This design comes from an exercise in tuning for small area on the open sky130 flow, not from production work. At most, simulation tests tie the RTL to the original design; equivalence was not proved. The clock input has no modelled driver; a real chip could not lean on it and would need a root buffer or a full tree. No activity file was given, so power comes from the tool's default toggle rates.

==> module arpreq, before the edit <==
module arpreq (
    input transinit_v,
    input [1:0] bresp_v,
    input bvalid_v,
    output bready_v,
    output [12:0] awaddr_Waddr,
    output awvalid_Waddr,
    input awready_Waddr,
    input wready_Wdata,
    output wvalid_Wdata,
    output [3:0] wstrb_Wdata,
    output [31:0] wdata_Wdata,
    input arready_Raddr,
    output arvalid_Raddr,
    output [12:0] araddr_Raddr,
    input [31:0] rdata_Rdata,
    input [1:0] rresp_Rdata,
    output rready_Rdata,
    input rvalid_Rdata,
    input CLK,
    input RST
);
    localparam [2:0] S_IDLE = 3'b110,  
                     S_WS   = 3'b000,  
                     S_RA   = 3'b111,  
                     S_WAIT = 3'b101,  
                     S_LEN  = 3'b010,  
                     S_ST   = 3'b011,  
                     S_POLL = 3'b100;  
    reg awv, wv, arv, rr;   
    reg [2:0] sec;
    reg [3:0] c;            
    reg [31:5] rt;          
    wire idle = (sec == S_IDLE);
    wire ws = (sec == S_WS);
    wire ra = (sec == S_RA);
    wire wt = (sec == S_WAIT);
    wire len = (sec == S_LEN);
    wire st = (sec == S_ST);
    wire poll = (sec == S_POLL);
    wire hi = len | st | poll;
    wire stp = st | poll;
    wire [3:0] word = {c[3] | hi, c[2] | hi, c[1] | stp, c[0] | hi};
    assign bready_v = 1'b1;
    assign awvalid_Waddr = awv;
    assign wvalid_Wdata = wv;
    assign arvalid_Raddr = arv;
    assign rready_Rdata = rr;
    assign awaddr_Waddr = {2'b00, {5{hi}}, word, 2'b00};
    assign araddr_Raddr = {2'b00, {5{hi}}, word, 2'b00};
    assign wstrb_Wdata = {{2{~len}}, 2'b11};
    localparam [32*16-1:0] KTAB = {
        32'h00000001, 32'hC8F80108, 32'h0000002A, 32'h0000002A,
        32'h11AC0601, 32'h00000100, 32'h10AC0000, 32'h00000000,
        32'h020010AC, 32'hCEFA005E, 32'h00000100, 32'h04060008,
        32'h01000608, 32'hCEFA005E, 32'h0000FFFF, 32'hFFFFFFFF};
    reg [31:0] k;
    integer i;
    always @(*) begin
        k = 32'd0;
        for (i = 0; i < 16; i = i + 1)
            if (word == i) k = k | KTAB[32*i +: 32];
    end
    assign wdata_Wdata = {rt, k[4:1] | ({4{st}} & c), k[0]};
    wire wdone = (awv | wv) & (~awv | awready_Waddr) & (~wv | wready_Wdata);
    wire adone = arv & arready_Raddr;
    wire rdone = rr & rvalid_Rdata;
    wire c3 = ~c[2] & c[1] & c[0];
    wire c10 = c[3] & c[1];
    wire wcount = wt & ~rr;
    wire wrap = &c;
    wire wend = wcount & c[1] & c[0] & (rt[8:5] == 4'b0100);
    wire enter_w = (idle & transinit_v) | (rdone & (ws | len | st));
    wire enter_a = wdone | wend | (rdone & (ra | (poll & rdata_Rdata[0])));
    always @(posedge CLK) begin
        if (RST) begin
            awv <= 1'b0;
            wv <= 1'b0;
            arv <= 1'b0;
            rr <= 1'b0;
        end else begin
            awv <= enter_w | (awv & ~awready_Waddr);
            wv <= enter_w | (wv & ~wready_Wdata);
            arv <= enter_a | (arv & ~arready_Raddr);
            rr <= adone | (rr & ~rvalid_Rdata);
        end
    end
    always @(posedge CLK) begin
        if (RST) begin
            sec <= S_IDLE;
        end else begin
            case (sec)
                S_IDLE: if (transinit_v) sec <= S_WS;
                S_WS: if (adone) begin
                    if (c3) sec <= S_LEN;
                    else if (c10) sec <= S_RA;
                end
                S_LEN: if (adone) sec <= S_WS;
                S_RA: if (adone & c10) sec <= S_WAIT;
                S_WAIT: if (wend) sec <= S_ST;
                S_ST: if (wdone) sec <= S_POLL;
                S_POLL: if (rdone & ~rdata_Rdata[0]) sec <= S_IDLE;
                default: sec <= S_IDLE;
            endcase
        end
    end
    wire c_inc = (adone & ((ws & ~c10) | ra)) | wcount;
    wire c_hold = (~adone & (ws | ra)) | len | (st & ~rr) | (wt & rr);
    wire c_cap = st & rr;
    always @(posedge CLK) begin
        c <= {4{~RST}} & (({4{c_inc}} & (c + 4'd1)) | ({4{c_hold}} & c) |
                          ({4{c_cap}} & rdata_Rdata[4:1]));
    end
    wire st_cap = st & rr;           
    wire st_hold = st & ~rr;         
    wire w_hold = st_hold | (wcount & ~wrap);    
    wire w_step = wcount & wrap;                 
    wire ld = ~st & ~wcount;                     
    wire [8:5] lfsr_in = {rt[7:5], ~(rt[8] ^ rt[7])};
    always @(posedge CLK) begin
        rt[31:9] <= ({23{st_cap}} & rdata_Rdata[31:9]) | ({23{st_hold}} & rt[31:9]) | k[31:9];
        rt[8:5] <= ({4{st_cap}} & rdata_Rdata[8:5]) | ({4{w_hold}} & rt[8:5]) |
                   ({4{w_step}} & lfsr_in) | ({4{ld}} & k[8:5]);
    end
endmodule
clock: 10.0 ns
lec_check: 0
abc_area: 1
cap_margin: 20
core_margin: 2
core_utilization: 40
slew_margin: 20
standard.sh (not shown) runs the stock make flow with config.mk's settings and CLKGATE_MAP_FILE= SYNTH_SCRIPT=/design/flow/synth_recipe.tcl, a recipe that flattens the netlist after the stock synthesis.
==> flow/flow/run.sh <==
#!/bin/bash
# The standard layout, with three changes:
#  - synthesis maps the logic with flow/area.abc (registers untouched);
#  - port buffers use the smallest buffer cell;
#  - the clock tree is one level of clock buffers (flow/cts_override.tcl).
set -euo pipefail
here=$(pwd)
cp standard.sh standard_sh.txt
# synthesis script: the standard flow's, with the ABC mapping script replaced
{
  echo "source $here/flow/abc_override.tcl"
  cat synth_recipe.tcl
} > my_synth.tcl
sed "s#SYNTH_SCRIPT=[^ ]*#SYNTH_SCRIPT=$here/my_synth.tcl#" standard.sh > my_standard.sh
export AREA_ABC_SCRIPT="$here/flow/area.abc"
export BUFFER_PORTS_ARGS="-buffer_cell sky130_fd_sc_hd__buf_1"
export PRE_CTS_TCL="$here/flow/cts_override.tcl"
export CLK_CLUSTERS=${CLK_CLUSTERS:-4}
export CLK_LEAF_BUF=${CLK_LEAF_BUF:-sky130_fd_sc_hd__clkbuf_4}
export CLK_LEAF_BUF_BIG=${CLK_LEAF_BUF_BIG:-sky130_fd_sc_hd__clkbuf_8}
export CLK_SLEW_UPSIZE=${CLK_SLEW_UPSIZE:-0.125}
bash my_standard.sh > standard.log 2>&1
Other scripts of this flow, unchanged in this note and not shown: flow/flow/abc_override.tcl, flow/flow/area.abc, flow/flow/cts_override.tcl
Edit:
--- a/flow/design.v
+++ b/flow/design.v
@@ -36,21 +36,21 @@
     wire ra = (sec == S_RA);
     wire wt = (sec == S_WAIT);
     wire len = (sec == S_LEN);
     wire st = (sec == S_ST);
     wire poll = (sec == S_POLL);
-    wire hi = len | st | poll;
-    wire stp = st | poll;
+    wire hi = sec[2] ^ sec[1];                             
+    wire stp = sec[2] ? ~sec[1] : (sec[1] & sec[0]);     
     wire [3:0] word = {c[3] | hi, c[2] | hi, c[1] | stp, c[0] | hi};
     assign bready_v = 1'b1;
     assign awvalid_Waddr = awv;
     assign wvalid_Wdata = wv;
     assign arvalid_Raddr = arv;
     assign rready_Rdata = rr;
     assign awaddr_Waddr = {2'b00, {5{hi}}, word, 2'b00};
     assign araddr_Raddr = {2'b00, {5{hi}}, word, 2'b00};
-    assign wstrb_Wdata = {{2{~len}}, 2'b11};
+    assign wstrb_Wdata = {{2{~sec[1] | sec[0] | sec[2]}}, 2'b11};   
     localparam [32*16-1:0] KTAB = {
         32'h00000001, 32'hC8F80108, 32'h0000002A, 32'h0000002A,
         32'h11AC0601, 32'h00000100, 32'h10AC0000, 32'h00000000,
         32'h020010AC, 32'hCEFA005E, 32'h00000100, 32'h04060008,
         32'h01000608, 32'hCEFA005E, 32'h0000FFFF, 32'hFFFFFFFF};
What happened: Synthesized area shrinks slightly. Worst hold slack gets better by 13 ps. Sequential share of layout area barely changes. Routed wire length goes down by a few percent. Die area falls slightly. Sequential power drops by a few percent. Global-route usage goes down by 0.68 points. Total power drops by a few percent.
Function not checked in the second run of this note: the RTL went through the layout flow alone. No run of this note takes its clock network from TritonCTS; it comes from the design's own scripts or RTL.

---

## east
arpreq_wrapper, a different RTL version from the one above (not shown whole).
For scale: roughly 220 cells after synthesis, about 38 flip-flops, roughly 110 I/O pins, roughly 1800 um2 of cells after synthesis.
==> module arpreq, before the edit <==
module arpreq (
    input transinit_v,
    input [1:0] bresp_v,
    input bvalid_v,
    output bready_v,
    output [12:0] awaddr_Waddr,
    output awvalid_Waddr,
    input awready_Waddr,
    input wready_Wdata,
    output wvalid_Wdata,
    output [3:0] wstrb_Wdata,
    output [31:0] wdata_Wdata,
    input arready_Raddr,
    output arvalid_Raddr,
    output [12:0] araddr_Raddr,
    input [31:0] rdata_Rdata,
    input [1:0] rresp_Rdata,
    output rready_Rdata,
    input rvalid_Rdata,
    input CLK,
    input RST
);
    localparam [2:0] S_IDLE = 3'b000,  
                     S_WS   = 3'b001,  
                     S_RA   = 3'b011,  
                     S_WAIT = 3'b111,  
                     S_LEN  = 3'b101,  
                     S_ST   = 3'b110,  
                     S_POLL = 3'b100;  
    reg awv, wv, arv, rr;   
    reg [2:0] sec;
    reg [3:0] c;            
    reg [31:5] rt;          
    wire idle = ~sec[2] & ~sec[0];
    wire wsra = ~sec[2] & sec[0];                  
    wire wt = sec[2] & sec[1] & sec[0];
    wire len = sec[2] & ~sec[1] & sec[0];
    wire st = sec[1] & ~sec[0];
    wire hi = sec[2];                              
    wire stp = sec[2] & ~sec[0];                   
    wire [3:0] word = {c[3] | hi, c[2] | hi, c[1] | stp, c[0] | hi};
    assign bready_v = 1'b1;
    assign awvalid_Waddr = awv;
    assign wvalid_Wdata = wv;
    assign arvalid_Raddr = arv;
    assign rready_Rdata = rr;
    assign awaddr_Waddr = {2'b00, {5{hi}}, word, 2'b00};
    assign araddr_Raddr = {2'b00, {5{hi}}, word, 2'b00};
    assign wstrb_Wdata = {{2{~(sec[2] & sec[0])}}, 2'b11};   
    localparam [32*16-1:0] KTAB = {
        32'h00000001, 32'h00000000, 32'h0000002A, 32'h00040000,
        32'h00000000, 32'h00000100, 32'h10AC0000, 32'h00000000,
        32'h020010AC, 32'hCEFA005E, 32'h00000100, 32'h04060008,
        32'h01000608, 32'hCEFA005E, 32'h0000FFFF, 32'hFFFFFFFF};
    reg [31:0] k;
    integer i;
    always @(*) begin
        k = 32'd0;
        for (i = 0; i < 16; i = i + 1)
            if (word == i) k = k | KTAB[32*i +: 32];
    end
    assign wdata_Wdata = {rt, k[4:1] | ({4{sec[1]}} & c), k[0]};
    wire wdone = (awv | wv) & (~awv | awready_Waddr) & (~wv | wready_Wdata);
    wire adone = arv & arready_Raddr;
    wire rdone = rr & rvalid_Rdata;
    wire c3 = ~c[2] & c[1] & c[0];
    wire c10 = c[3] & c[1];
    wire c11 = c[3] & c[1] & c[0];
    wire wcount = wt;
    wire wrap = &c;
    wire wend = wcount & c[1] & c[0] & (rt[8:5] == 4'b0100);
    wire r_wls = sec[0] ^ sec[1];                  
    wire r_ra = ~sec[2] & sec[1];                  
    wire r_poll = sec[2] & ~sec[1] & ~sec[0];      
    wire a_ws = ~sec[2] & ~sec[1];                 
    wire a_ra = ~sec[2] & sec[1];                  
    wire enter_w = (idle & transinit_v) | (rdone & r_wls);
    wire enter_a = wdone | wend | (rdone & ((r_ra & ~c11) | (r_poll & rdata_Rdata[0])));
    always @(posedge CLK) begin
        if (RST) begin
            awv <= 1'b0;
            wv <= 1'b0;
            arv <= 1'b0;
            rr <= 1'b0;
        end else begin
            awv <= enter_w | (awv & ~awready_Waddr);
            wv <= enter_w | (wv & ~wready_Wdata);
            arv <= enter_a | (arv & ~arready_Raddr);
            rr <= adone | (rr & ~rvalid_Rdata);
        end
    end
    always @(posedge CLK) begin
        sec[0] <= ~RST & ((idle & transinit_v) | (sec[0] & ~wend));
        sec[1] <= ~RST & ((adone & a_ws & c10) | (sec[1] & ~wdone));
        sec[2] <= ~RST & ((adone & a_ws & c3) | (rdone & r_ra & c11) |
                          (sec[2] & ~(adone & sec[0]) &
                           ~(rdone & ~sec[1] & ~sec[0] & ~rdata_Rdata[0])));
    end
    wire c_inc = (adone & ((a_ws & ~c10) | a_ra)) | wcount;
    wire c_hold = (~adone & wsra) | len | (st & ~rr);
    wire c_cap = st & rr;
    always @(posedge CLK) begin
        c <= {4{~RST}} & (({4{c_inc}} & (c + 4'd1)) | ({4{c_hold}} & c) |
                          ({4{c_cap}} & rdata_Rdata[4:1]));
    end
    wire st_cap = st & rr;           
    wire st_hold = st & ~rr;         
    wire w_hold = st_hold | (wcount & ~wrap);    
    wire w_step = wcount & wrap;                 
    wire ld = ~wcount;                           
    wire [8:5] lfsr_in = {rt[7:5], ~(rt[8] ^ rt[7])};
    always @(posedge CLK) begin
        rt[31:9] <= ({23{st_cap}} & rdata_Rdata[31:9]) | ({23{st_hold}} & rt[31:9]) | k[31:9];
        rt[8:5] <= ({4{st_cap}} & rdata_Rdata[8:5]) | ({4{w_hold}} & rt[8:5]) |
                   ({4{w_step}} & lfsr_in) | ({4{ld}} & k[8:5]);
    end
endmodule
Settings: LEC_CHECK=0, ABC_AREA=1, CAP_MARGIN=20, CORE_MARGIN=2, CORE_UTILIZATION=40, SLEW_MARGIN=20; clock period 10.0 ns.
Scripts as last shown in full above: flow/flow/run.sh
Other scripts of this flow, unchanged in this note and not shown: flow/flow/abc_override.tcl, flow/flow/area.abc, flow/flow/cts_override.tcl
Relative to east, the following input files were edited for north:
-- flow/design.v --
<<< east, line 49
    assign wstrb_Wdata = {{2{~(sec[2] & sec[0])}}, 2'b11};   
    localparam [32*16-1:0] KTAB = {
        32'h00000001, 32'h00000000, 32'h0000002A, 32'h00040000,
        32'h00000000, 32'h00000100, 32'h10AC0000, 32'h00000000,
        32'h020010AC, 32'hCEFA005E, 32'h00000100, 32'h04060008,
        32'h01000608, 32'hCEFA005E, 32'h0000FFFF, 32'hFFFFFFFF};
>>> north, line 49
    assign wstrb_Wdata = {{2{~(sec[2] & sec[0])}}, 2'b11};   
    localparam [32*16-1:0] KTAB = {
        32'h00000001, 32'hC8F80108, 32'h0000002A, 32'h0000002A,
        32'h11AC0601, 32'h00000100, 32'h10AC0000, 32'h00000000,
        32'h020010AC, 32'hCEFA005E, 32'h00000100, 32'h04060008,
        32'h01000608, 32'hCEFA005E, 32'h0000FFFF, 32'hFFFFFFFF};
<<< east, line 66
    wire c3 = ~c[2] & c[1] & c[0];
    wire c10 = c[3] & c[1];
    wire c11 = c[3] & c[1] & c[0];
    wire wcount = wt;
    wire wrap = &c;
    wire wend = wcount & c[1] & c[0] & (rt[8:5] == 4'b0100);
>>> north, line 66
    wire c3 = ~c[2] & c[1] & c[0];
    wire c10 = c[3] & c[1];
    wire wcount = wt & ~rr;
    wire wrap = &c;
    wire wend = wcount & c[1] & c[0] & (rt[8:5] == 4'b0100);
<<< east, line 76
    wire a_ra = ~sec[2] & sec[1];                  
    wire enter_w = (idle & transinit_v) | (rdone & r_wls);
    wire enter_a = wdone | wend | (rdone & ((r_ra & ~c11) | (r_poll & rdata_Rdata[0])));
    always @(posedge CLK) begin
        if (RST) begin
>>> north, line 75
    wire a_ra = ~sec[2] & sec[1];                  
    wire enter_w = (idle & transinit_v) | (rdone & r_wls);
    wire enter_a = wdone | wend | (rdone & (r_ra | (r_poll & rdata_Rdata[0])));
    always @(posedge CLK) begin
        if (RST) begin
<<< east, line 93
        sec[0] <= ~RST & ((idle & transinit_v) | (sec[0] & ~wend));
        sec[1] <= ~RST & ((adone & a_ws & c10) | (sec[1] & ~wdone));
        sec[2] <= ~RST & ((adone & a_ws & c3) | (rdone & r_ra & c11) |
                          (sec[2] & ~(adone & sec[0]) &
                           ~(rdone & ~sec[1] & ~sec[0] & ~rdata_Rdata[0])));
    end
    wire c_inc = (adone & ((a_ws & ~c10) | a_ra)) | wcount;
    wire c_hold = (~adone & wsra) | len | (st & ~rr);
    wire c_cap = st & rr;
    always @(posedge CLK) begin
>>> north, line 92
        sec[0] <= ~RST & ((idle & transinit_v) | (sec[0] & ~wend));
        sec[1] <= ~RST & ((adone & a_ws & c10) | (sec[1] & ~wdone));
        sec[2] <= ~RST & ((adone & ((a_ws & c3) | (a_ra & c10))) |
                          (sec[2] & ~(adone & sec[0]) &
                           ~(rdone & ~sec[1] & ~sec[0] & ~rdata_Rdata[0])));
    end
    wire c_inc = (adone & ((a_ws & ~c10) | a_ra)) | wcount;
    wire c_hold = (~adone & wsra) | len | (st & ~rr) | (wt & rr);
    wire c_cap = st & rr;
    always @(posedge CLK) begin
==> results.txt <==
- Final-layout fill cell count, north and east: lower on north
- north reports its timing endpoint of the critical path as wdata[2] while east reports wdata[1].
- Power: north draws less than east
- Worst hold path depth: north < east
- north and east ended up with nearly the same worst hold slack.
- Compared north vs east, and non-filler instance count after layout is down in north.
- Part of the total power dissipated in sequential elements: north vs east up 0.4 points
- The lower power density over the cells of north and east is in north.
The RTL of east was laid out without a check of its function. No run of this note takes its clock network from TritonCTS; it comes from the design's own scripts or RTL.

==> what the ideal ports hide <==
The results above use ideal ports. As a check the final layouts listed here were re-extracted and re-timed, cells and wires unchanged. Step 1, drivers: a clkbuf_16 drives CLK and a buf_2 each remaining input, both assumed. Step 2 adds t to the input delays and takes it off the output delays; t is the mean of the earliest and latest rising clock arrival at the registers after step 1. Input paths then give back, and output paths get back, about the clock's delay inside the block. Three values: ideal, step 1, step 2; two values: the first two.
run	t, ns	setup slack, ns	hold slack, ns	worst slew at a driven data input, ns	pins driven straight from the clock port
the first run of note 1	0.210	5.045 / 5.000 / 5.211	0.481 / 0.481 / 0.481	0.04	4
the second run of note 1	0.205	5.271 / 5.226 / 5.431	0.494 / 0.494 / 0.494	0.04	4
east	0.210	5.413 / 5.364 / 5.574	0.489 / 0.489 / 0.489	0.04	4
north	0.205	5.475 / 5.426 / 5.630	0.491 / 0.491 / 0.491	0.04	4
After both steps setup and hold are still met in every run listed.
